Source: an optimization exercise on an open RTL-to-GDS flow (aim: small area and few clock cycles per item). Production flows keep margins and buffers that such runs may drop. Function was checked by simulation only, so behaviour that the tests miss may differ from the original. Power and IR drop assume default switching activity.

$ cat flow/design.v
module RSA_IP (
    IN_P, IN_Q, IN_E,
    S_SEL, L_SEL, E1, E3, E5
);
input  [3:0] IN_P, IN_Q;
input  [7:0] IN_E;
output [2:0] S_SEL;
output [1:0] L_SEL;
output       E1, E3;
output [1:0] E5;
tab_pair u_pair (.x({IN_Q, IN_P}), .y({L_SEL, S_SEL}));
tab_e35  u_e35  (.x(IN_E[6:1]), .y({E5, E3}));
assign E1 = IN_E[1];
endmodule
module tab_e35 (input [5:0] x, output [2:0] y);
  wire new_n10, new_n11, new_n12, new_n13, new_n14, new_n15, new_n16, new_n17, new_n18, new_n19, new_n20, new_n21, new_n22, new_n23, new_n24, new_n25, new_n26, new_n27, new_n28, new_n29, new_n30, new_n31, new_n32, new_n33, new_n34, new_n35, new_n37, new_n38, new_n39, new_n40, new_n41, new_n42, new_n43, new_n44, new_n45, new_n46, new_n47, new_n48, new_n49, new_n51, new_n52, new_n53, new_n54, new_n55, new_n56;
  assign new_n10 = ~x[0] & ~x[4];
  assign new_n11 = ~x[2] & ~new_n10;
  assign new_n12 = x[0] & x[4];
  assign new_n13 = x[2] & ~new_n12;
  assign new_n14 = ~new_n11 & ~new_n13;
  assign new_n15 = x[1] & ~new_n12;
  assign new_n16 = ~new_n14 & ~new_n15;
  assign new_n17 = x[2] & new_n10;
  assign new_n18 = x[1] & ~new_n11;
  assign new_n19 = ~new_n17 & new_n18;
  assign new_n20 = ~new_n16 & ~new_n19;
  assign new_n21 = x[5] & new_n20;
  assign new_n22 = x[1] & ~new_n14;
  assign new_n23 = ~x[2] & new_n12;
  assign new_n24 = ~new_n11 & ~new_n12;
  assign new_n25 = ~new_n23 & ~new_n24;
  assign new_n26 = ~new_n10 & ~new_n25;
  assign new_n27 = ~x[1] & ~new_n26;
  assign new_n28 = ~new_n22 & ~new_n27;
  assign new_n29 = ~x[5] & new_n28;
  assign new_n30 = ~new_n21 & ~new_n29;
  assign new_n31 = ~x[3] & ~new_n30;
  assign new_n32 = ~x[5] & ~new_n20;
  assign new_n33 = x[3] & ~new_n21;
  assign new_n34 = ~new_n32 & new_n33;
  assign new_n35 = ~new_n28 & new_n34;
  assign y[0] = new_n31 | new_n35;
  assign new_n37 = ~x[3] & x[5];
  assign new_n38 = x[1] & new_n37;
  assign new_n39 = x[3] & ~x[5];
  assign new_n40 = ~x[1] & new_n39;
  assign new_n41 = ~new_n38 & ~new_n40;
  assign new_n42 = ~x[1] & ~new_n37;
  assign new_n43 = ~new_n39 & ~new_n42;
  assign new_n44 = new_n17 & ~new_n43;
  assign new_n45 = ~new_n24 & new_n43;
  assign new_n46 = ~new_n44 & ~new_n45;
  assign new_n47 = new_n41 & ~new_n46;
  assign new_n48 = ~new_n23 & ~new_n41;
  assign new_n49 = new_n46 & new_n48;
  assign y[1] = new_n47 | new_n49;
  assign new_n51 = new_n19 & new_n49;
  assign new_n52 = new_n25 & ~new_n43;
  assign new_n53 = new_n17 & new_n41;
  assign new_n54 = new_n23 & new_n43;
  assign new_n55 = ~new_n53 & ~new_n54;
  assign new_n56 = ~new_n52 & new_n55;
  assign y[2] = new_n51 | ~new_n56;
endmodule
module tab_pair (input [7:0] x, output [4:0] y);
  wire new_n14, new_n15, new_n16, new_n17, new_n18, new_n19, new_n20, new_n21, new_n22, new_n23, new_n24, new_n25, new_n26, new_n27, new_n28, new_n29, new_n30, new_n31, new_n32, new_n33, new_n34, new_n35, new_n36, new_n37, new_n38, new_n39, new_n40, new_n41, new_n42, new_n44, new_n45, new_n46, new_n47, new_n48, new_n50, new_n52, new_n53;
  assign new_n14 = x[2] & x[6];
  assign new_n15 = x[1] & x[5];
  assign new_n16 = ~new_n14 & ~new_n15;
  assign new_n17 = x[5] & x[6];
  assign new_n18 = ~x[3] & ~new_n17;
  assign new_n19 = x[1] & x[2];
  assign new_n20 = ~x[7] & ~new_n19;
  assign new_n21 = ~new_n18 & ~new_n20;
  assign new_n22 = ~new_n16 & new_n21;
  assign new_n23 = ~x[2] & ~x[3];
  assign new_n24 = ~x[0] & ~new_n23;
  assign new_n25 = ~x[6] & ~x[7];
  assign new_n26 = ~x[4] & ~new_n25;
  assign new_n27 = ~x[5] & ~x[6];
  assign new_n28 = ~x[1] & ~x[2];
  assign new_n29 = ~new_n27 & ~new_n28;
  assign new_n30 = ~new_n26 & new_n29;
  assign new_n31 = ~new_n24 & new_n30;
  assign new_n32 = ~new_n22 & new_n31;
  assign new_n33 = ~x[3] & ~x[7];
  assign new_n34 = ~x[2] & ~x[6];
  assign new_n35 = ~new_n14 & ~new_n34;
  assign new_n36 = new_n33 & ~new_n35;
  assign new_n37 = ~x[1] & x[7];
  assign new_n38 = x[3] & ~x[5];
  assign new_n39 = x[0] & x[4];
  assign new_n40 = ~new_n38 & new_n39;
  assign new_n41 = ~new_n37 & new_n40;
  assign new_n42 = ~new_n36 & new_n41;
  assign y[0] = new_n32 & new_n42;
  assign new_n44 = x[1] & x[3];
  assign new_n45 = ~new_n18 & ~new_n44;
  assign new_n46 = ~x[6] & x[7];
  assign new_n47 = ~new_n20 & ~new_n46;
  assign new_n48 = ~new_n45 & ~new_n47;
  assign y[3] = new_n32 & ~new_n48;
  assign new_n50 = new_n14 & y[3];
  assign y[4] = new_n32 & ~new_n33;
  assign new_n52 = ~new_n34 & ~y[3];
  assign new_n53 = y[4] & new_n52;
  assign y[1] = new_n50 | new_n53;
  assign y[2] = new_n21 & new_n32;
endmodule
module RSA_TOP (
    clk, rst_n, in_valid,
    in_p, in_q, in_e, in_c,
    out_valid, out_m
);
input clk, rst_n, in_valid;
input [3:0] in_p, in_q;
input [7:0] in_e, in_c;
output out_valid;
output [7:0] out_m;
function [4:0] add4;
	input [3:0] a, b;
	input ci;
	integer i;
	reg cy;
	begin
		cy = ci;
		for (i = 0; i < 4; i = i + 1) begin
			add4[i] = a[i] ^ b[i] ^ cy;
			cy = (a[i] & b[i]) | (cy & (a[i] ^ b[i]));
		end
		add4[4] = cy;
	end
endfunction
reg  [2:0] cnt;
always @(posedge clk, negedge rst_n) begin
	if (!rst_n)
		cnt <= 3'd0;
	else
		cnt <= {in_valid & (cnt[2] ^ (cnt[1] & cnt[0])),
		        in_valid & (cnt[1] ^ cnt[0]),
		        in_valid & ~cnt[0]};
end
wire       first = ~(cnt[2] | cnt[1] | cnt[0]);
wire [2:0] k_s;
wire [1:0] k_l;
wire       k_e1, k_e3;
wire [1:0] k_e5;
RSA_IP U0 (.IN_P(in_p), .IN_Q(in_q), .IN_E(in_e),
           .S_SEL(k_s), .L_SEL(k_l), .E1(k_e1), .E3(k_e3), .E5(k_e5));
reg  [8:0] key_r;
wire [8:0] key = first ? {k_s, k_l, k_e1, k_e3, k_e5} : key_r;
always @(posedge clk) key_r <= key;
wire [2:0] s_sel = key[8:6];
wire [1:0] l_sel = key[5:4];
wire       e1    = key[3];
wire       e3    = key[2];
wire [1:0] e5    = key[1:0];
wire [7:0] c  = in_c;
wire [4:0] sq = add4(c[7:4], c[3:0], 1'b0);
wire [4:0] q  = add4(sq[3:0], 4'd0, sq[4]);       
wire [4:0] t7 = add4(c[3:0], {c[6:4], 1'b0}, 1'b0);
wire [4:0] t7x = {t7[4] | c[7], t7[3:0]};         
wire [1:0] r3;
wire [2:0] y5, y7;
wire [3:0] r11, r13, y11, y13;
tab_q3    u_q3    (.x(q[3:0]), .y(r3));
tab_q5    u_q5    (.x({e1, q[3:0]}), .y(y5));
tab_y7    u_y7    (.x({e3, t7x}), .y(y7));
tab_r1113 u_r1113 (.x(c), .y({r13, r11}));
tab_p11   u_p11   (.x({e5, r11}), .y(y11));
tab_p13   u_p13   (.x({e1, e3, r13}), .y(y13));
reg [3:0] ys, yl, sv;
always @(*) begin
	case (s_sel)
		3'd0:    begin ys = {3'd0, c[0]}; sv = 4'd2;  end
		3'd1:    begin ys = {2'd0, r3};   sv = 4'd3;  end
		3'd2:    begin ys = {1'd0, y5};   sv = 4'd5;  end
		3'd3:    begin ys = {1'd0, y7};   sv = 4'd7;  end
		default: begin ys = y11;          sv = 4'd11; end
	endcase
	case (l_sel)
		2'd0:    yl = {1'd0, y5};
		2'd1:    yl = {1'd0, y7};
		2'd2:    yl = y11;
		default: yl = y13;
	endcase
end
wire [3:0] ylm;                                   
tab_ymod u_ymod (.x({s_sel, yl}), .y(ylm));
wire [4:0] df = add4(ys, ~ylm, 1'b1);             
wire [4:0] da = add4(df[3:0], sv, 1'b0);
wire [3:0] s  = df[4] ? df[3:0] : da[3:0];        
wire [7:0] lg;                                    
tab_lg u_lg (.x({s_sel, l_sel, s}), .y(lg));
wire [4:0] lo = add4(lg[3:0], yl, 1'b0);
wire [3:0] hi;
assign hi[0] = lg[4] ^ lo[4];
assign hi[1] = lg[5] ^ (lg[4] & lo[4]);
assign hi[2] = lg[6] ^ (lg[5] & lg[4] & lo[4]);
assign hi[3] = lg[7] ^ (lg[6] & lg[5] & lg[4] & lo[4]);
wire [7:0] m  = {hi, lo[3:0]};
assign out_valid = in_valid & rst_n;
assign out_m     = out_valid ? m : 8'd0;
endmodule
module tab_q3 (input [3:0] x, output [1:0] y);
  wire new_n7, new_n8, new_n9, new_n10, new_n11, new_n12, new_n13, new_n14, new_n15, new_n16, new_n17, new_n19;
  assign new_n7 = ~x[1] & ~x[3];
  assign new_n8 = x[2] & new_n7;
  assign new_n9 = x[1] & x[3];
  assign new_n10 = ~x[2] & new_n9;
  assign new_n11 = ~new_n8 & ~new_n10;
  assign new_n12 = ~x[0] & ~new_n11;
  assign new_n13 = x[0] & new_n11;
  assign new_n14 = x[2] & ~new_n9;
  assign new_n15 = ~new_n7 & ~new_n10;
  assign new_n16 = ~new_n14 & new_n15;
  assign new_n17 = new_n13 & ~new_n16;
  assign y[0] = new_n12 | new_n17;
  assign new_n19 = ~x[0] & ~new_n16;
  assign y[1] = ~new_n13 & ~new_n19;
endmodule
module tab_q5 (input [4:0] x, output [2:0] y);
  wire new_n9, new_n10, new_n11, new_n12, new_n13, new_n14, new_n15, new_n16, new_n17, new_n18, new_n19, new_n20, new_n21, new_n22, new_n24, new_n25, new_n27;
  assign new_n9 = ~x[0] & x[2];
  assign new_n10 = ~x[4] & ~new_n9;
  assign new_n11 = x[1] & ~x[3];
  assign new_n12 = ~new_n10 & new_n11;
  assign new_n13 = x[0] & ~x[2];
  assign new_n14 = ~x[1] & x[3];
  assign new_n15 = new_n13 & ~new_n14;
  assign new_n16 = ~new_n12 & new_n15;
  assign new_n17 = new_n12 & ~new_n13;
  assign new_n18 = ~new_n13 & new_n14;
  assign new_n19 = x[4] & new_n9;
  assign new_n20 = ~new_n10 & ~new_n19;
  assign new_n21 = new_n18 & ~new_n20;
  assign new_n22 = ~new_n17 & ~new_n21;
  assign y[0] = new_n16 | ~new_n22;
  assign new_n24 = ~new_n11 & ~new_n18;
  assign new_n25 = new_n9 & ~new_n18;
  assign y[1] = ~new_n24 & ~new_n25;
  assign new_n27 = ~new_n9 & ~new_n14;
  assign y[2] = new_n24 & ~new_n27;
endmodule
module tab_y7 (input [5:0] x, output [2:0] y);
  wire new_n10, new_n11, new_n12, new_n13, new_n14, new_n15, new_n16, new_n17, new_n18, new_n19, new_n20, new_n21, new_n23, new_n24, new_n25, new_n26, new_n27, new_n28, new_n29, new_n31, new_n32;
  assign new_n10 = ~x[1] & ~x[4];
  assign new_n11 = x[2] & ~new_n10;
  assign new_n12 = x[0] & x[3];
  assign new_n13 = ~x[0] & ~x[3];
  assign new_n14 = ~new_n12 & ~new_n13;
  assign new_n15 = ~new_n11 & new_n14;
  assign new_n16 = ~new_n13 & ~new_n15;
  assign new_n17 = x[1] & x[4];
  assign new_n18 = ~new_n10 & ~new_n17;
  assign new_n19 = ~new_n16 & new_n18;
  assign new_n20 = new_n11 & ~new_n19;
  assign new_n21 = ~new_n14 & new_n20;
  assign y[0] = new_n15 | new_n21;
  assign new_n23 = new_n16 & ~new_n18;
  assign new_n24 = ~new_n19 & ~new_n23;
  assign new_n25 = ~x[5] & new_n24;
  assign new_n26 = ~new_n10 & ~new_n19;
  assign new_n27 = ~x[2] & ~new_n26;
  assign new_n28 = ~new_n20 & ~new_n27;
  assign new_n29 = x[5] & ~new_n28;
  assign y[1] = ~new_n25 & ~new_n29;
  assign new_n31 = ~x[5] & ~new_n28;
  assign new_n32 = x[5] & new_n24;
  assign y[2] = ~new_n31 & ~new_n32;
endmodule
module tab_r1113 (input [7:0] x, output [7:0] y);
  wire new_n17, new_n18, new_n19, new_n20, new_n21, new_n22, new_n23, new_n24, new_n25, new_n26, new_n27, new_n28, new_n29, new_n30, new_n31, new_n32, new_n33, new_n34, new_n35, new_n36, new_n37, new_n38, new_n39, new_n40, new_n41, new_n42, new_n43, new_n44, new_n45, new_n46, new_n47, new_n48, new_n49, new_n50, new_n51, new_n52, new_n53, new_n54, new_n55, new_n56, new_n57, new_n58, new_n59, new_n60, new_n61, new_n62, new_n63, new_n64, new_n65, new_n66, new_n67, new_n68, new_n69, new_n70, new_n71, new_n72, new_n73, new_n74, new_n75, new_n76, new_n77, new_n78, new_n79, new_n80, new_n81, new_n82, new_n83, new_n84, new_n85, new_n86, new_n87, new_n88, new_n90, new_n91, new_n92, new_n93, new_n94, new_n96, new_n97, new_n98, new_n99, new_n100, new_n102, new_n104, new_n105, new_n106, new_n107, new_n108, new_n109, new_n110, new_n111, new_n112, new_n113, new_n114, new_n115, new_n116, new_n117, new_n118, new_n119, new_n120, new_n121, new_n122, new_n123, new_n124, new_n125, new_n126, new_n127, new_n129, new_n130, new_n131, new_n132, new_n133, new_n134, new_n135, new_n136, new_n137, new_n138, new_n139, new_n141, new_n142, new_n143, new_n144, new_n145, new_n146, new_n147, new_n148, new_n149, new_n151, new_n152, new_n153, new_n154, new_n155;
  assign new_n17 = ~x[4] & ~x[5];
  assign new_n18 = ~x[6] & new_n17;
  assign new_n19 = x[7] & ~new_n18;
  assign new_n20 = x[1] & ~x[6];
  assign new_n21 = x[0] & new_n20;
  assign new_n22 = ~x[3] & x[5];
  assign new_n23 = x[3] & ~x[5];
  assign new_n24 = ~new_n22 & ~new_n23;
  assign new_n25 = ~x[4] & ~new_n24;
  assign new_n26 = new_n21 & new_n25;
  assign new_n27 = ~x[2] & x[3];
  assign new_n28 = ~x[0] & x[5];
  assign new_n29 = ~new_n20 & new_n28;
  assign new_n30 = ~x[1] & x[6];
  assign new_n31 = ~x[7] & ~new_n30;
  assign new_n32 = ~new_n29 & new_n31;
  assign new_n33 = ~x[4] & new_n32;
  assign new_n34 = x[0] & ~new_n22;
  assign new_n35 = x[4] & new_n23;
  assign new_n36 = ~new_n34 & ~new_n35;
  assign new_n37 = x[4] & new_n30;
  assign new_n38 = new_n36 & new_n37;
  assign new_n39 = ~new_n33 & ~new_n38;
  assign new_n40 = new_n27 & ~new_n39;
  assign new_n41 = x[2] & ~x[3];
  assign new_n42 = x[2] & new_n23;
  assign new_n43 = ~x[4] & ~new_n42;
  assign new_n44 = ~new_n36 & ~new_n43;
  assign new_n45 = new_n20 & new_n44;
  assign new_n46 = ~new_n41 & ~new_n45;
  assign new_n47 = ~new_n20 & ~new_n30;
  assign new_n48 = x[2] & new_n24;
  assign new_n49 = ~x[4] & new_n28;
  assign new_n50 = ~new_n48 & new_n49;
  assign new_n51 = ~new_n44 & ~new_n50;
  assign new_n52 = new_n47 & ~new_n51;
  assign new_n53 = ~new_n47 & new_n51;
  assign new_n54 = ~new_n52 & ~new_n53;
  assign new_n55 = x[3] & ~x[7];
  assign new_n56 = new_n54 & new_n55;
  assign new_n57 = ~x[4] & ~new_n56;
  assign new_n58 = new_n46 & ~new_n57;
  assign new_n59 = ~x[2] & new_n23;
  assign new_n60 = x[1] & x[4];
  assign new_n61 = new_n59 & new_n60;
  assign new_n62 = ~new_n17 & ~new_n41;
  assign new_n63 = ~x[1] & ~new_n62;
  assign new_n64 = ~new_n25 & new_n63;
  assign new_n65 = ~new_n48 & new_n64;
  assign new_n66 = ~new_n61 & ~new_n65;
  assign new_n67 = x[7] & ~new_n66;
  assign new_n68 = ~x[0] & new_n67;
  assign new_n69 = ~new_n27 & new_n39;
  assign new_n70 = ~new_n68 & new_n69;
  assign new_n71 = ~new_n46 & new_n57;
  assign new_n72 = new_n70 & ~new_n71;
  assign new_n73 = ~new_n58 & new_n72;
  assign new_n74 = ~new_n40 & ~new_n73;
  assign new_n75 = ~new_n26 & ~new_n74;
  assign new_n76 = x[3] & ~new_n75;
  assign new_n77 = x[0] & ~x[5];
  assign new_n78 = ~new_n28 & ~new_n77;
  assign new_n79 = new_n20 & ~new_n28;
  assign new_n80 = x[4] & ~new_n79;
  assign new_n81 = x[2] & ~new_n80;
  assign new_n82 = ~new_n33 & ~new_n81;
  assign new_n83 = new_n78 & new_n82;
  assign new_n84 = ~new_n78 & ~new_n82;
  assign new_n85 = ~new_n83 & ~new_n84;
  assign new_n86 = ~new_n76 & ~new_n85;
  assign new_n87 = new_n76 & new_n85;
  assign new_n88 = ~new_n86 & ~new_n87;
  assign y[0] = ~new_n19 & ~new_n88;
  assign new_n90 = ~x[3] & ~new_n82;
  assign new_n91 = new_n85 & ~new_n90;
  assign new_n92 = ~new_n74 & ~new_n91;
  assign new_n93 = new_n54 & ~new_n68;
  assign new_n94 = ~new_n19 & ~new_n93;
  assign y[1] = ~new_n92 & new_n94;
  assign new_n96 = ~x[4] & ~new_n32;
  assign new_n97 = new_n46 & ~new_n96;
  assign new_n98 = ~new_n70 & ~new_n97;
  assign new_n99 = new_n70 & new_n97;
  assign new_n100 = ~new_n98 & ~new_n99;
  assign y[2] = ~new_n19 & ~new_n100;
  assign new_n102 = ~new_n19 & ~new_n90;
  assign y[3] = new_n75 & new_n102;
  assign new_n104 = x[0] & ~new_n67;
  assign new_n105 = ~new_n68 & ~new_n104;
  assign new_n106 = ~new_n66 & new_n105;
  assign new_n107 = ~new_n19 & ~new_n106;
  assign new_n108 = x[6] & new_n105;
  assign new_n109 = ~x[6] & ~new_n105;
  assign new_n110 = ~new_n108 & ~new_n109;
  assign new_n111 = ~x[3] & ~x[5];
  assign new_n112 = new_n59 & ~new_n60;
  assign new_n113 = ~x[2] & new_n22;
  assign new_n114 = ~new_n21 & new_n25;
  assign new_n115 = ~new_n113 & ~new_n114;
  assign new_n116 = ~x[0] & ~x[1];
  assign new_n117 = x[3] & ~new_n116;
  assign new_n118 = new_n31 & new_n117;
  assign new_n119 = ~new_n115 & ~new_n118;
  assign new_n120 = ~new_n112 & ~new_n119;
  assign new_n121 = ~new_n111 & new_n120;
  assign new_n122 = x[4] & new_n121;
  assign new_n123 = ~x[4] & ~new_n121;
  assign new_n124 = ~new_n122 & ~new_n123;
  assign new_n125 = new_n110 & new_n124;
  assign new_n126 = ~new_n110 & ~new_n124;
  assign new_n127 = ~new_n125 & ~new_n126;
  assign y[4] = new_n107 & ~new_n127;
  assign new_n129 = new_n35 & new_n120;
  assign new_n130 = x[5] & ~new_n122;
  assign new_n131 = ~new_n129 & ~new_n130;
  assign new_n132 = x[1] & new_n131;
  assign new_n133 = ~x[1] & ~new_n131;
  assign new_n134 = ~new_n132 & ~new_n133;
  assign new_n135 = ~x[7] & ~new_n108;
  assign new_n136 = ~new_n125 & new_n135;
  assign new_n137 = ~new_n134 & new_n136;
  assign new_n138 = new_n134 & ~new_n136;
  assign new_n139 = ~new_n137 & ~new_n138;
  assign y[5] = new_n107 & ~new_n139;
  assign new_n141 = ~new_n123 & ~new_n129;
  assign new_n142 = x[2] & ~new_n141;
  assign new_n143 = ~x[2] & new_n141;
  assign new_n144 = ~new_n142 & ~new_n143;
  assign new_n145 = ~new_n133 & ~new_n138;
  assign new_n146 = new_n144 & ~new_n145;
  assign new_n147 = ~new_n144 & new_n145;
  assign new_n148 = ~new_n146 & ~new_n147;
  assign new_n149 = ~new_n19 & ~new_n68;
  assign y[6] = ~new_n148 & new_n149;
  assign new_n151 = ~new_n17 & new_n48;
  assign new_n152 = new_n120 & ~new_n151;
  assign new_n153 = ~new_n146 & ~new_n152;
  assign new_n154 = new_n146 & new_n152;
  assign new_n155 = ~new_n153 & ~new_n154;
  assign y[7] = ~new_n19 & ~new_n155;
endmodule
module tab_p11 (input [5:0] x, output [3:0] y);
  wire new_n11, new_n12, new_n13, new_n14, new_n15, new_n16, new_n17, new_n18, new_n19, new_n20, new_n21, new_n22, new_n23, new_n24, new_n25, new_n26, new_n27, new_n28, new_n29, new_n31, new_n32, new_n33, new_n34, new_n35, new_n36, new_n37, new_n38, new_n39, new_n41, new_n42, new_n43, new_n44, new_n45, new_n46, new_n47, new_n48, new_n49, new_n51, new_n52;
  assign new_n11 = x[1] & x[3];
  assign new_n12 = ~x[2] & ~new_n11;
  assign new_n13 = ~x[1] & ~x[4];
  assign new_n14 = ~x[3] & x[4];
  assign new_n15 = ~new_n13 & ~new_n14;
  assign new_n16 = new_n12 & new_n15;
  assign new_n17 = ~x[1] & ~x[3];
  assign new_n18 = ~x[0] & ~x[2];
  assign new_n19 = new_n17 & ~new_n18;
  assign new_n20 = x[5] & ~new_n19;
  assign new_n21 = ~new_n16 & new_n20;
  assign new_n22 = x[2] & ~x[3];
  assign new_n23 = x[0] & x[4];
  assign new_n24 = ~x[0] & ~x[4];
  assign new_n25 = ~new_n23 & ~new_n24;
  assign new_n26 = new_n22 & new_n25;
  assign new_n27 = x[0] & new_n12;
  assign new_n28 = ~x[5] & ~new_n27;
  assign new_n29 = ~new_n26 & new_n28;
  assign y[0] = ~new_n21 & ~new_n29;
  assign new_n31 = new_n12 & ~new_n17;
  assign new_n32 = ~new_n22 & ~new_n31;
  assign new_n33 = ~x[5] & ~new_n32;
  assign new_n34 = ~new_n18 & ~new_n33;
  assign new_n35 = ~new_n17 & ~new_n34;
  assign new_n36 = x[5] & new_n26;
  assign new_n37 = ~new_n35 & ~new_n36;
  assign new_n38 = ~x[2] & ~x[5];
  assign new_n39 = ~new_n15 & new_n38;
  assign y[1] = ~new_n37 & ~new_n39;
  assign new_n41 = x[0] & ~x[1];
  assign new_n42 = ~x[0] & x[1];
  assign new_n43 = ~new_n41 & ~new_n42;
  assign new_n44 = x[4] & new_n43;
  assign new_n45 = x[5] & ~new_n43;
  assign new_n46 = ~new_n44 & ~new_n45;
  assign new_n47 = ~new_n22 & ~new_n46;
  assign new_n48 = ~new_n31 & new_n46;
  assign new_n49 = ~new_n47 & ~new_n48;
  assign y[2] = ~new_n32 & ~new_n49;
  assign new_n51 = new_n11 & y[1];
  assign new_n52 = ~y[1] & new_n49;
  assign y[3] = new_n51 | new_n52;
endmodule
module tab_p13 (input [5:0] x, output [3:0] y);
  wire new_n11, new_n12, new_n13, new_n14, new_n15, new_n16, new_n17, new_n18, new_n19, new_n21, new_n22, new_n23, new_n24, new_n25, new_n26, new_n27, new_n28, new_n29, new_n30, new_n32, new_n33, new_n34, new_n35, new_n36, new_n37, new_n38, new_n39, new_n40, new_n41, new_n42, new_n43, new_n44, new_n45, new_n46, new_n47, new_n49, new_n50;
  assign new_n11 = ~x[1] & ~x[3];
  assign new_n12 = x[5] & ~new_n11;
  assign new_n13 = ~x[0] & ~new_n12;
  assign new_n14 = x[2] & x[3];
  assign new_n15 = x[0] & x[2];
  assign new_n16 = x[1] & x[3];
  assign new_n17 = ~new_n15 & ~new_n16;
  assign new_n18 = x[5] & ~new_n17;
  assign new_n19 = ~new_n14 & ~new_n18;
  assign y[0] = ~new_n13 & new_n19;
  assign new_n21 = x[2] & ~x[3];
  assign new_n22 = ~x[0] & ~x[3];
  assign new_n23 = ~x[2] & ~x[4];
  assign new_n24 = ~new_n22 & ~new_n23;
  assign new_n25 = ~new_n21 & new_n24;
  assign new_n26 = x[1] & ~new_n25;
  assign new_n27 = x[0] & x[3];
  assign new_n28 = ~new_n21 & ~new_n27;
  assign new_n29 = x[4] & ~new_n15;
  assign new_n30 = ~new_n28 & new_n29;
  assign y[1] = new_n26 | new_n30;
  assign new_n32 = x[1] & x[4];
  assign new_n33 = new_n21 & ~new_n32;
  assign new_n34 = ~x[0] & x[3];
  assign new_n35 = ~new_n32 & ~new_n34;
  assign new_n36 = ~x[2] & ~new_n35;
  assign new_n37 = ~new_n33 & ~new_n36;
  assign new_n38 = ~new_n22 & ~new_n27;
  assign new_n39 = x[4] & new_n21;
  assign new_n40 = ~new_n38 & ~new_n39;
  assign new_n41 = new_n32 & ~new_n40;
  assign new_n42 = new_n23 & ~new_n38;
  assign new_n43 = ~new_n41 & ~new_n42;
  assign new_n44 = y[0] & ~new_n43;
  assign new_n45 = x[1] & ~new_n23;
  assign new_n46 = ~new_n40 & ~new_n45;
  assign new_n47 = ~y[0] & new_n46;
  assign y[3] = new_n44 | new_n47;
  assign new_n49 = ~new_n37 & ~y[3];
  assign new_n50 = new_n37 & new_n47;
  assign y[2] = new_n49 | new_n50;
endmodule
module tab_ymod (input [6:0] x, output [3:0] y);
  wire new_n12, new_n13, new_n14, new_n15, new_n16, new_n17, new_n18, new_n19, new_n20, new_n21, new_n22, new_n23, new_n24, new_n25, new_n26, new_n27, new_n28, new_n29, new_n30, new_n31, new_n32, new_n33, new_n34, new_n35, new_n36, new_n37, new_n38, new_n39, new_n40, new_n41, new_n42, new_n43, new_n44, new_n45, new_n46, new_n48, new_n49, new_n50, new_n51, new_n52, new_n53, new_n54, new_n55, new_n56, new_n58, new_n59, new_n60, new_n61, new_n63;
  assign new_n12 = x[4] & x[5];
  assign new_n13 = ~x[6] & ~new_n12;
  assign new_n14 = ~x[1] & x[5];
  assign new_n15 = new_n13 & ~new_n14;
  assign new_n16 = x[2] & ~new_n15;
  assign new_n17 = x[2] & x[3];
  assign new_n18 = ~new_n16 & ~new_n17;
  assign new_n19 = new_n13 & ~new_n18;
  assign new_n20 = x[3] & ~new_n12;
  assign new_n21 = ~x[1] & ~new_n20;
  assign new_n22 = x[2] & ~new_n14;
  assign new_n23 = ~x[4] & ~x[5];
  assign new_n24 = x[1] & x[3];
  assign new_n25 = ~new_n23 & ~new_n24;
  assign new_n26 = ~new_n22 & new_n25;
  assign new_n27 = ~new_n21 & new_n26;
  assign new_n28 = ~x[5] & new_n27;
  assign new_n29 = x[6] & ~new_n23;
  assign new_n30 = x[3] & x[6];
  assign new_n31 = x[2] & new_n12;
  assign new_n32 = ~new_n30 & ~new_n31;
  assign new_n33 = x[1] & ~new_n32;
  assign new_n34 = ~new_n29 & ~new_n33;
  assign new_n35 = ~new_n28 & new_n34;
  assign new_n36 = ~new_n19 & new_n35;
  assign new_n37 = ~x[1] & x[4];
  assign new_n38 = ~x[5] & ~new_n37;
  assign new_n39 = new_n22 & ~new_n38;
  assign new_n40 = ~x[2] & ~x[4];
  assign new_n41 = ~new_n14 & new_n40;
  assign new_n42 = x[3] & ~new_n41;
  assign new_n43 = ~new_n39 & ~new_n42;
  assign new_n44 = x[0] & ~new_n43;
  assign new_n45 = ~x[0] & new_n43;
  assign new_n46 = ~new_n44 & ~new_n45;
  assign y[0] = new_n36 & new_n46;
  assign new_n48 = ~x[0] & ~new_n29;
  assign new_n49 = ~new_n36 & ~new_n48;
  assign new_n50 = x[1] & ~new_n17;
  assign new_n51 = ~new_n13 & new_n50;
  assign new_n52 = ~new_n27 & ~new_n51;
  assign new_n53 = new_n44 & ~new_n52;
  assign new_n54 = ~new_n16 & new_n44;
  assign new_n55 = new_n52 & ~new_n54;
  assign new_n56 = ~new_n53 & ~new_n55;
  assign y[1] = ~new_n49 & new_n56;
  assign new_n58 = ~x[0] & new_n37;
  assign new_n59 = x[3] & ~new_n58;
  assign new_n60 = new_n16 & ~new_n59;
  assign new_n61 = ~new_n53 & ~new_n60;
  assign y[2] = ~new_n49 & ~new_n61;
  assign new_n63 = ~x[2] & new_n30;
  assign y[3] = ~new_n49 & new_n63;
endmodule
module tab_lg (input [8:0] x, output [7:0] y);
  wire new_n18, new_n19, new_n20, new_n21, new_n22, new_n23, new_n24, new_n25, new_n26, new_n27, new_n28, new_n29, new_n30, new_n31, new_n32, new_n33, new_n34, new_n35, new_n36, new_n37, new_n38, new_n39, new_n40, new_n41, new_n42, new_n43, new_n44, new_n45, new_n46, new_n47, new_n48, new_n49, new_n50, new_n51, new_n52, new_n53, new_n54, new_n55, new_n56, new_n57, new_n58, new_n59, new_n60, new_n61, new_n62, new_n63, new_n64, new_n65, new_n66, new_n67, new_n68, new_n69, new_n70, new_n71, new_n72, new_n73, new_n74, new_n75, new_n76, new_n77, new_n78, new_n79, new_n80, new_n81, new_n82, new_n84, new_n85, new_n86, new_n87, new_n88, new_n89, new_n90, new_n91, new_n92, new_n93, new_n94, new_n95, new_n96, new_n97, new_n98, new_n99, new_n100, new_n101, new_n102, new_n103, new_n104, new_n105, new_n106, new_n107, new_n108, new_n109, new_n110, new_n111, new_n112, new_n113, new_n114, new_n115, new_n116, new_n117, new_n118, new_n119, new_n120, new_n121, new_n122, new_n123, new_n125, new_n126, new_n127, new_n128, new_n129, new_n130, new_n134, new_n136, new_n138, new_n139;
  assign new_n18 = ~x[0] & ~x[2];
  assign new_n19 = x[3] & ~new_n18;
  assign new_n20 = x[4] & ~x[6];
  assign new_n21 = ~x[7] & new_n20;
  assign new_n22 = x[8] & ~new_n21;
  assign new_n23 = x[5] & ~new_n22;
  assign new_n24 = ~x[2] & ~x[3];
  assign new_n25 = x[8] & ~new_n24;
  assign new_n26 = new_n23 & new_n25;
  assign new_n27 = ~new_n19 & new_n26;
  assign new_n28 = ~x[3] & ~x[8];
  assign new_n29 = x[7] & ~new_n20;
  assign new_n30 = new_n28 & ~new_n29;
  assign new_n31 = ~x[1] & ~x[2];
  assign new_n32 = ~x[4] & x[6];
  assign new_n33 = ~new_n31 & ~new_n32;
  assign new_n34 = new_n31 & new_n32;
  assign new_n35 = ~new_n33 & ~new_n34;
  assign new_n36 = new_n30 & ~new_n35;
  assign new_n37 = ~x[3] & new_n23;
  assign new_n38 = ~new_n36 & ~new_n37;
  assign new_n39 = ~x[1] & x[4];
  assign new_n40 = ~new_n32 & ~new_n39;
  assign new_n41 = x[7] & ~new_n40;
  assign new_n42 = ~x[8] & ~new_n41;
  assign new_n43 = ~new_n38 & ~new_n42;
  assign new_n44 = ~x[2] & new_n43;
  assign new_n45 = ~new_n27 & ~new_n44;
  assign new_n46 = x[5] & x[7];
  assign new_n47 = new_n28 & new_n46;
  assign new_n48 = ~x[6] & ~new_n39;
  assign new_n49 = ~x[0] & ~new_n48;
  assign new_n50 = x[0] & ~x[6];
  assign new_n51 = ~x[2] & new_n50;
  assign new_n52 = ~x[1] & new_n32;
  assign new_n53 = ~new_n51 & ~new_n52;
  assign new_n54 = ~new_n49 & new_n53;
  assign new_n55 = new_n47 & ~new_n54;
  assign new_n56 = ~new_n45 & ~new_n55;
  assign new_n57 = x[1] & ~x[6];
  assign new_n58 = new_n56 & new_n57;
  assign new_n59 = new_n45 & new_n55;
  assign new_n60 = ~new_n58 & ~new_n59;
  assign new_n61 = ~x[0] & ~new_n57;
  assign new_n62 = x[1] & ~new_n50;
  assign new_n63 = ~new_n61 & new_n62;
  assign new_n64 = ~new_n38 & ~new_n63;
  assign new_n65 = new_n60 & ~new_n64;
  assign new_n66 = x[1] & ~x[2];
  assign new_n67 = ~x[0] & ~x[4];
  assign new_n68 = x[0] & x[4];
  assign new_n69 = ~new_n67 & ~new_n68;
  assign new_n70 = ~x[6] & new_n69;
  assign new_n71 = x[6] & ~new_n69;
  assign new_n72 = ~new_n70 & ~new_n71;
  assign new_n73 = new_n66 & ~new_n72;
  assign new_n74 = x[2] & ~new_n71;
  assign new_n75 = ~x[1] & ~new_n50;
  assign new_n76 = new_n74 & new_n75;
  assign new_n77 = ~new_n73 & ~new_n76;
  assign new_n78 = ~new_n47 & ~new_n77;
  assign new_n79 = ~x[0] & x[1];
  assign new_n80 = new_n43 & new_n79;
  assign new_n81 = ~new_n27 & new_n77;
  assign new_n82 = ~new_n80 & new_n81;
  assign y[5] = ~new_n78 & ~new_n82;
  assign new_n84 = ~new_n60 & y[5];
  assign new_n85 = ~new_n65 & ~new_n84;
  assign new_n86 = x[5] & new_n85;
  assign new_n87 = x[0] & new_n31;
  assign new_n88 = ~x[6] & ~x[7];
  assign new_n89 = x[1] & new_n18;
  assign new_n90 = ~new_n88 & new_n89;
  assign new_n91 = ~new_n87 & ~new_n90;
  assign new_n92 = ~new_n39 & ~new_n91;
  assign new_n93 = new_n42 & ~new_n92;
  assign new_n94 = x[0] & new_n74;
  assign new_n95 = x[6] & x[7];
  assign new_n96 = ~new_n20 & ~new_n95;
  assign new_n97 = new_n18 & ~new_n96;
  assign new_n98 = ~new_n94 & ~new_n97;
  assign new_n99 = ~new_n93 & new_n98;
  assign new_n100 = ~new_n38 & new_n99;
  assign new_n101 = new_n30 & ~new_n91;
  assign new_n102 = ~x[5] & new_n101;
  assign new_n103 = ~new_n99 & new_n102;
  assign new_n104 = ~new_n100 & ~new_n103;
  assign new_n105 = ~x[6] & ~new_n21;
  assign new_n106 = new_n87 & ~new_n105;
  assign new_n107 = new_n66 & ~new_n69;
  assign new_n108 = new_n61 & new_n74;
  assign new_n109 = ~new_n107 & ~new_n108;
  assign new_n110 = x[7] & ~new_n109;
  assign new_n111 = ~new_n106 & ~new_n110;
  assign new_n112 = ~new_n38 & ~new_n111;
  assign new_n113 = ~new_n102 & ~new_n112;
  assign new_n114 = new_n102 & new_n112;
  assign new_n115 = ~new_n113 & ~new_n114;
  assign new_n116 = ~new_n80 & ~new_n115;
  assign new_n117 = ~y[5] & new_n116;
  assign new_n118 = x[4] & ~new_n117;
  assign new_n119 = new_n104 & new_n118;
  assign new_n120 = ~new_n86 & new_n119;
  assign new_n121 = ~x[4] & new_n117;
  assign new_n122 = ~new_n104 & ~new_n118;
  assign new_n123 = ~new_n121 & new_n122;
  assign y[4] = new_n120 | new_n123;
  assign new_n125 = x[5] & new_n101;
  assign new_n126 = ~y[4] & new_n125;
  assign new_n127 = ~new_n99 & new_n117;
  assign new_n128 = new_n85 & ~new_n127;
  assign new_n129 = new_n102 & ~new_n128;
  assign new_n130 = new_n60 & ~new_n129;
  assign y[0] = new_n126 | ~new_n130;
  assign y[7] = new_n26 & new_n87;
  assign y[1] = ~new_n104 | y[7];
  assign new_n134 = ~new_n86 & y[4];
  assign y[2] = ~new_n116 | new_n134;
  assign new_n136 = new_n34 & ~new_n102;
  assign y[3] = new_n128 & ~new_n136;
  assign new_n138 = ~new_n60 & new_n127;
  assign new_n139 = x[0] & new_n56;
  assign y[6] = new_n138 | new_n139;
endmodule
$ cat flow/flow/run.sh
#!/bin/bash
# Layout flow: the standard ORFS flow (standard.sh), with these changes:
#  - synthesis maps with an area-oriented ABC script (flow/abc_area.script)
#    instead of ORFS's delay-oriented one; everything else in synthesis,
#    including the register mapping and naming, is the standard synthesis;
#  - yosys's full/half-adder extraction is skipped (ADDER_MAP_FILE empty), so
#    ABC maps all of the logic;
#  - port buffers use sky130_fd_sc_hd__buf_1.
# ORFS's scripts are copied unchanged into ./scripts_local except for
# abc_area.script. Each tool's output goes to the ORFS logs under orfs/logs;
# make's own output goes to ./flow_make.log.
set -euo pipefail
W=$(pwd)
rm -rf "$W/scripts_local"
cp -r "$FLOW_HOME/scripts" "$W/scripts_local"
chmod -R u+w "$W/scripts_local"
cp "$W/flow/abc_area.script" "$W/scripts_local/abc_area.script"
bash "$W/standard.sh" "SCRIPTS_DIR=$W/scripts_local" "ADDER_MAP_FILE=" \
  "BUFFER_PORTS_ARGS=-buffer_cell sky130_fd_sc_hd__buf_1" finish > "$W/flow_make.log" 2>&1
$ cat flow/flow/abc_area.script
strash
ifraig
dch -f
amap
strash
ifraig
dch -f
amap -F 300 -A 300 -E 0
topo
$ cat flow/constraint.sdc
create_clock -name core_clock -period 90.0 [get_ports {clk}]
set_input_delay 18.0000 -clock core_clock [delete_from_list [all_inputs] [get_ports {clk}]]
set_output_delay 18.0000 -clock core_clock [all_outputs]
set_load 0.01 [all_outputs]
$ cat flow/config.mk
export PLATFORM = sky130hd
export DESIGN_NAME = RSA_TOP
export DESIGN_NICKNAME = RSA_TOP
export VERILOG_FILES = /design/flow/design.v
export SDC_FILE = /design/flow/constraint.sdc
export NUM_CORES = 4
export LEC_CHECK = 0
export ABC_AREA = 1
export CAP_MARGIN = 20
export CORE_MARGIN = 2
export CORE_UTILIZATION = 75
export CTS_BUF_LIST = sky130_fd_sc_hd__clkbuf_4
export SLEW_MARGIN = 20
$ cat flow/standard.sh
#!/bin/bash
# synth_recipe.tcl (not shown) runs the flow's synth.tcl, then flattens the netlist and writes it again
# the make line also repeats each setting of config.mk as NAME=value (left out here)
make -C /OpenROAD-flow-scripts/flow DESIGN_CONFIG=/design/flow/config.mk WORK_HOME=/design/flow/orfs CLKGATE_MAP_FILE= SYNTH_SCRIPT=/design/flow/synth_recipe.tcl "${@:-finish}"
==> reports/qor.yml, run 1 <==
initial_core_util_pct: 78.5
drt-initial-drc-count: 461
drt_pre_antenna_iters: 8
drt-wirelength-per-cell_um: 14.7
grt_max_degree: 14
fin_ws_ns: 41.53
path_class: "primary input to output pin"
syn_area_per_cell_um2: 5.42
power_w: 0.000104
setup-violations-final: 0
pwr_density_cell_nw_per_um2: 33.3
max_slew.worst_pin.slew_ns: 0.853
cts_buffers: 3
synth_ff_type: "dfxtp_1"
vias: 4243
synth-seq-cells: 12
status: "timing/DRC/antenna clean"
yosysWarnings: 1
vdd_drop_max_mv: 0.0405
grt.total_usage_pct: 42.3
grt_pass1_wl_um: 15100
final_hold_viol_count: 0
ys_seq_area_share_pct: 8.89
cts.path.max_buffers: 2
clk_latency_ns: 0.28
areaGrowthSynthToFinish_pct: 8.10
vias_per_cell: 6.87
synth_edf_count: 0
drt.antenna.violating_nets: 0
finalInstanceArea_um2: 3110
rsz0062_at_grt: "no"
cts_tree: "done"
drc_errors: 0
hold_path_class: "register to register"
wl_met3_um: 1110
max_stage_delay_ns: 0.77
htreeDepth: 1
maxSlewViolCount: 0
async_flop_share_pct: 25.0
synth_area_leaders: "a21oi_1 14%, nand2_1 14%, clkinv_1 9.7%, o21ai_0 8.4%, o22ai_1 8.3%"
drive_gt1_share_pct: 1.05
crit_top_cell: "a21oi_1"
totalWireLength_um: 9090
synth.distinct_cells: 38
wl_met1_um: 3670
syn_inst: 530
synth_top_area_cell: "a21oi_1"
period_needed_ns: 48.47
gp_congestion: 0.987
antenna_found_initial: 0
synth_top_area_share_pct: 14.1
clk_pin_slew_ns: 0.07
synth_nets: 557
place_hpwl_um: 6960
dpl-instance-area_um2: 3080
synth_area_um2: 2870
met2WireLength_um: 4030
place_ws_ns: 42.19
cts_root_buf: "clkbuf_4"
worstPathMaxFanout: 11
leakage_nw: 1.20
maxUsedRoutingLayer: "met4"
dieArea_um2: 4340
fmax_ghz: 0.0206
io_buffers: 33
cts-resized-gates: 0
grt_pass1_vias: 3616
coreArea_um2: 3660
fin_tns_setup_ns: 0
grt.overflow.total: 0
rows: 22
worstSetupEndpointType: "output pin"
clock_skew_ns: 0.00556
fin_nets: 598
period_share_pct: 53.9
post-cts-setup-buffer-count: 0
relSlewSlack_pct: 41.6
hold_buffers: 0
ios: 36
die_h_um: 65.9
num_antenna_cells: 0
cpMaxStageDelayCell: "o311ai_0"
worstSetupStartpointType: "primary input"
worstPathRequired_ns: 72.00
cap_viol_max_count: 0
clkSinkCount: 12
die_w_um: 65.9
arrival_ns: 30.47
stage by stage:
step	util [%]	instances	hold WS, ns
floorplan	-	530	0.463
global placement	84.1	614	0.483
detailed placement	84.1	614	0.500
CTS	84.8	618	0.513
global route	84.8	618	0.525
finish	84.8	618	0.519
critical path: cells and delay by family:
kind | cells | cell delay (ns)
buffers and inverters | 9 | 2.09
AND/OR/NAND/NOR | 15 | 1.98
XOR/XNOR | 1 | 0.16
AO/OA/AOI/OAI | 33 | 8.22
power breakdown:
part / leakage [nW] / switching [W] / internal [W]
logic: 1.07 / 0.0000646 / 0.0000290
clock network: 0.0154 / 0.00000181 / 0.00000161
registers: 0.114 / 0.000000300 / 0.00000614
total: 1.20 / 0.0000668 / 0.0000368
flip-flops by register name, summed over array words and instances (netlist names):
signal  cells
key_r       9
cnt         3
layout make-up:
class                           instances  area (µm²)
Multi-Input combinational cell        444        2340
Clock inverter                          1        3.75
Tap cell                               48        60.1
Inverter                               74         278
Timing Repair Buffer                   36         146
Sequential cell                        12         255
Fill cell                             263         556
Clock buffer                            3        22.5
cells by family (layout without fill, tap and decap cells):
logic type / count (synthesis) / in the layout / share of synthesized area, %
AOI/OAI and AO/OA: 243 / 243 / 52.1
buffers and inverters: 74 / 114 / 9.67
and+or+nand+nor: 198 / 198 / 28.4
DFF: 12 / 12 / 8.88
xor gates and xnor gates: 3 / 3 / 0.915
placed cells by master (no fill, tap or decap), types with 7 or more instances in the layout:
| cell type | netlist | routed |
|---|---|---|
| o21ai_0 | 48 | 48 |
| a32oi_1 | 7 | 7 |
| a21o_1 | 15 | 15 |
| nor2_1 | 53 | 53 |
| a22oi_1 | 8 | 8 |
| o22ai_1 | 38 | 38 |
| dfxtp_1 | 9 | 9 |
| a211oi_1 | 7 | 7 |
| a221oi_1 | 7 | 7 |
| a21oi_1 | 81 | 81 |
| nand2_1 | 106 | 106 |
| a31oi_1 | 9 | 9 |
| buf_1 | 0 | 33 |
| clkinv_1 | 74 | 75 |
| nand3_1 | 14 | 14 |
metal layers:
layer  global-route usage, %  up-vias
met5                       0        -
met2                    68.4      322
met3                    7.33       53
met1                    55.4     1836
li1                        -     2032
met4                    16.4        0
final timing paths:
check,slack [ns],end,depth (start not counted),startpoint
setup reg to reg,87.56,key_r[4]$_DFF_P_,5,cnt[1]$_DFF_PN0_
max in group asynchronous,72.30,cnt[0]$_DFF_PN0_,1,rst_n
hold reg to reg,0.52,cnt[2]$_DFF_PN0_,1,cnt[2]$_DFF_PN0_
setup / recovery,41.53,out_m[5],58,in_c[3]
min in group asynchronous,17.53,cnt[0]$_DFF_PN0_,1,rst_n
hold / removal,0.52,cnt[2]$_DFF_PN0_,1,cnt[2]$_DFF_PN0_
synthesized netlist by cell type (4+ instances only):
library cell and n:
a221oi_1 7, and2_0 6, o22a_1 5, nor2_1 53
nor3_1 5, clkinv_1 74, a21oi_1 81, o21ai_0 48
nand2b_1 4, dfxtp_1 9, a32oi_1 7, nand2_1 106
o22ai_1 38, a222oi_1 5, a22oi_1 8, a21o_1 15
nand3_1 14, a31oi_1 9, a211oi_1 7
Testbench counts, summed over its fixed seeds: cycles 2,560, items 2,560.
==> run 2, diff against run 1 <==
==> flow/flow/abc_area.script (replaced) <==
strash
dch
amap -F 300 -A 300 -E 0
strash
dch
amap -F 300 -A 300 -E 0
topo
==> run 2 against run 1 <==
  * Still clean on timing, DRC and antenna
  * Worst setup slack lost 0.18 ns
  * Critical path depth grew 5
  * Clock-buffer cell count unchanged
  * Synthesized area fell by 1.1%
  * Highest routed layer unchanged
==> reports/qor.yml, run 2 <==
status: "timing/DRC/antenna clean"
final_hold_viol_count: 0  # unchanged
fmax_ghz: 0.0206  # -0.36%
setup-violations-final: 0  # unchanged
synth_top_area_share_pct: 14.8  # +0.69 points
leakage_nw: 1.09  # -8.7%
drt-initial-drc-count: 428  # -7.2%
synth_area_leaders: "a21oi_1 15%, nand2_1 14%, clkinv_1 11%, o22ai_1 9.7%, o21ai_0 7.9%"
gp_congestion: 0.969  # -1.8%
dpl.cell_count: 615  # +0.16%
crit_top_cell: "a21oi_1"
cts_tree: "done"
antenna_found_initial: 0  # unchanged
syn_area_per_cell_um2: 5.35  # -1.3%
ys_seq_area_share_pct: 8.99  # +0.10 points
grt_max_degree: 13  # -1
synth_ff_type: "dfxtp_1"
hold_buffers: 0  # unchanged
grt_pass1_vias: 3501  # -3.2%
cap_viol_max_count: 0  # unchanged
rrSetupSlack_ns: 87.12  # -0.44 ns
drt.antenna.violating_nets: 0  # unchanged
ios: 36  # unchanged
num_antenna_cells: 0  # unchanged
ys_top_cells_by_count: "105 x nand2_1, 84 x a21oi_1, 82 x clkinv_1"
syn_inst: 531  # +0.19%
die_h_um: 65.5  # -0.53%
dieArea_um2: 4300  # -1.1%
place_ws_ns: 42.01  # -0.175 ns
worstPathRequired_ns: 72.00  # about the same
synth_edf_count: 0  # unchanged
clkSinkCount: 12  # unchanged
pwr_density_cell_nw_per_um2: 29.4  # -12%
drt-wirelength-per-cell_um: 14.5  # -1.3%
hold_path_class: "register to register"
synth-seq-cells: 12  # unchanged
period_needed_ns: 48.64  # +0.176 ns
worstSetupEndpointType: "output pin"
clk_latency_ns: 0.29  # about the same
relSlewSlack_pct: 23.5  # -18 points
clock_skew_ns: 0.00516  # -0.000402 ns
min_to: "cnt[2]$_DFF_PN0_"
yosysWarnings: 1  # unchanged
initial_core_util_pct: 77.6  # -0.89 points
worstSetupStartpointType: "primary input"
power_w: 0.0000902  # -13%
mostFrequentLayoutCell: "nand2_1"
vias_per_cell: 6.80  # -0.89%
drc_errors: 0  # unchanged
cts_root_buf: "clkbuf_4"
fin_ws_ns: 41.36  # -0.176 ns
path_buf_inv: 11  # +2
synth_top_area_cell: "a21oi_1"
drt_pre_antenna_iters: 5  # -3
synth.distinct_cells: 33  # -13%
utilization_pct: 83.9  # -0.89 points
critical_path_depth: 63  # +8.6%
clk_pin_slew_ns: 0.08  # about the same
io_buffers: 33  # unchanged
arrival_ns: 30.64  # +0.17 ns
rr_endpoint: "key_r[6]$_DFF_P_"
die_w_um: 65.5  # -0.53%
cts_buffers: 3  # unchanged
reg2regPathDepth: 5  # unchanged
cts-resized-gates: 0  # unchanged
path_class: "primary input to output pin"
period_share_pct: 54.0  # +0.20 points
synth_nets: 558  # +0.18%
max_slew.worst_pin.slew_ns: 1.15  # +0.294 ns
fin_tns_setup_ns: 0  # unchanged
yosysMostFrequentCell: "nand2_1"
grt_pass1_wl_um: 14300  # -5.8%
grt.overflow.total: 0  # unchanged
totalWireLength_um: 8990  # -1.2%
cpMaxStageDelayCell: "o21ai_0"
reg.largest.list: "key_r x9, cnt x3"
vias: 4212  # -0.73%
final_cell_count_no_fill: 619  # +0.16%
rows: 22  # unchanged
post-cts-setup-buffer-count: 0  # unchanged
min_from: "cnt[2]$_DFF_PN0_"
cts.path.max_buffers: 2  # unchanged
r2r_start: "cnt[1]$_DFF_PN0_"
layout_common_cells: "105 x nand2_1, 84 x a21oi_1, 83 x clkinv_1"
fin_nets: 599  # +0.17%
async_flop_share_pct: 25.0  # unchanged
vdd_drop_max_mv: 0.0382  # -5.7%
coreArea_um2: 3660  # unchanged
largest_register: "key_r"
areaGrowthSynthToFinish_pct: 8.19  # about the same
htreeDepth: 1  # unchanged
largest_register_ffs: 9  # unchanged
synth_area_um2: 2840  # -1.1%
worstPathMaxFanout: 11  # unchanged
hold-path-cell-count: 1  # unchanged
max_stage_delay_ns: 0.84  # +0.07 ns
drive_gt1_share_pct: 1.05  # -0.0018 points
fillerInstances: 263  # unchanged
grt.total_usage_pct: 40.4  # -1.8 points
maxSlewViolCount: 0  # unchanged
worst_path_dominant_cell_family: "compound AO/OA/AOI/OAI gates"
rsz0062_at_grt: "no"
worstSetupStartpoint: "in_c[3]"
place_hpwl_um: 6890  # -1.1%
[run 2: changes by cell type after synthesis, moves of 4 or more]
cell / previous run / this run
a21o_1: 15 / 7
clkinv_1: 74 / 82
nand3_1: 14 / 20
nor2_1: 53 / 47
o22ai_1: 38 / 44
a31oi_1: 9 / 14
a222oi_1: 5 / 1
[run 2: how the worst max path moves through the flow]
stage               end
4_1_cts        out_m[7]
6_report       out_m[7]
2_1_floorplan  out_m[7]
5_1_grt        out_m[7]
3_3_place_gp   out_m[7]
3_5_place_dp   out_m[7]
[run 2: cell families (layout without fill, tap and decap cells)]
group | Yosys count | count (layout) | synth area share [%]
and+or+nand+nor | 190 | 190 | 27.2
buffers and inverters | 82 | 122 | 10.8
xor gates and xnor gates | 1 | 1 | 0.308
AOI/OAI and AO/OA | 246 | 246 | 52.6
DFF | 12 | 12 | 8.99
[run 2: per-layer routing]
metal,vias up,global-route usage (%),share of wire [%]
li1,2051,-,-
met5,-,0,0
met1,1811,50.7,40
met3,43,6.68,12
met4,0,17.2,2.4
met2,307,68.1,45
[run 2: final cells by class]
class                      count  area, µm²  share of cell area (%)
sequential                    12        255                    8.31
multi-input combinational    437       2280                    74.1
timing repair buffer          36        146                    4.76
clock inverter                 1       3.75                   0.122
clock buffer                   3       22.5                   0.733
tap                           48       60.1                    1.95
inverter                      82        308                    10.0
[run 2: power breakdown]
group / internal (W) / switching, W / leakage (nW)
registers: 0.00000610 / 0.000000291 / 0.114
logic: 0.0000245 / 0.0000557 / 0.962
clock network: 0.00000162 / 0.00000205 / 0.0154
total: 0.0000322 / 0.0000580 / 1.09
[run 2: metrics by stage]
| stage | hold slack, ns | area (µm²) |
|---|---|---|
| after floorplan | 0.457 | 2840 |
| after global placement | 0.473 | 3050 |
| after detailed placement | 0.502 | 3050 |
| after CTS | 0.515 | 3070 |
| after global routing | 0.528 | 3070 |
| final | 0.528 | 3070 |

## afterwards: timing with drivers on the ports
The flow's constraints put no driver on any port. The routed layouts listed below were extracted and timed again, unchanged, in two steps. Step 1 assumes that a clkbuf_16 drives the clock port and a buf_2 every other input. Step 2 also shifts input and output timing later by t, the mid clock arrival at the registers, as if the neighbouring blocks saw the same clock. Slacks: no drivers / after step 1 / after step 2; pairs: no drivers / after step 1.
| run | shift t [ns] | setup WS [ns] | worst setup path at the end | clock arrival spread, ns | cell pins on the clock port's net |
|---|---|---|---|---|---|
| run 1 | 0.293 | 41.533 / 41.510 / 41.510 | input to output | 0.006 / 0.006 | 1 |
| run 2 | 0.310 | 41.357 / 41.335 / 41.335 | input to output | 0.006 / 0.005 | 1 |
After both steps every run listed still meets setup and hold. For run 1, which loses most, drivers alone change the setup slack by -0.023 ns; drivers and shift together by -0.023 ns.
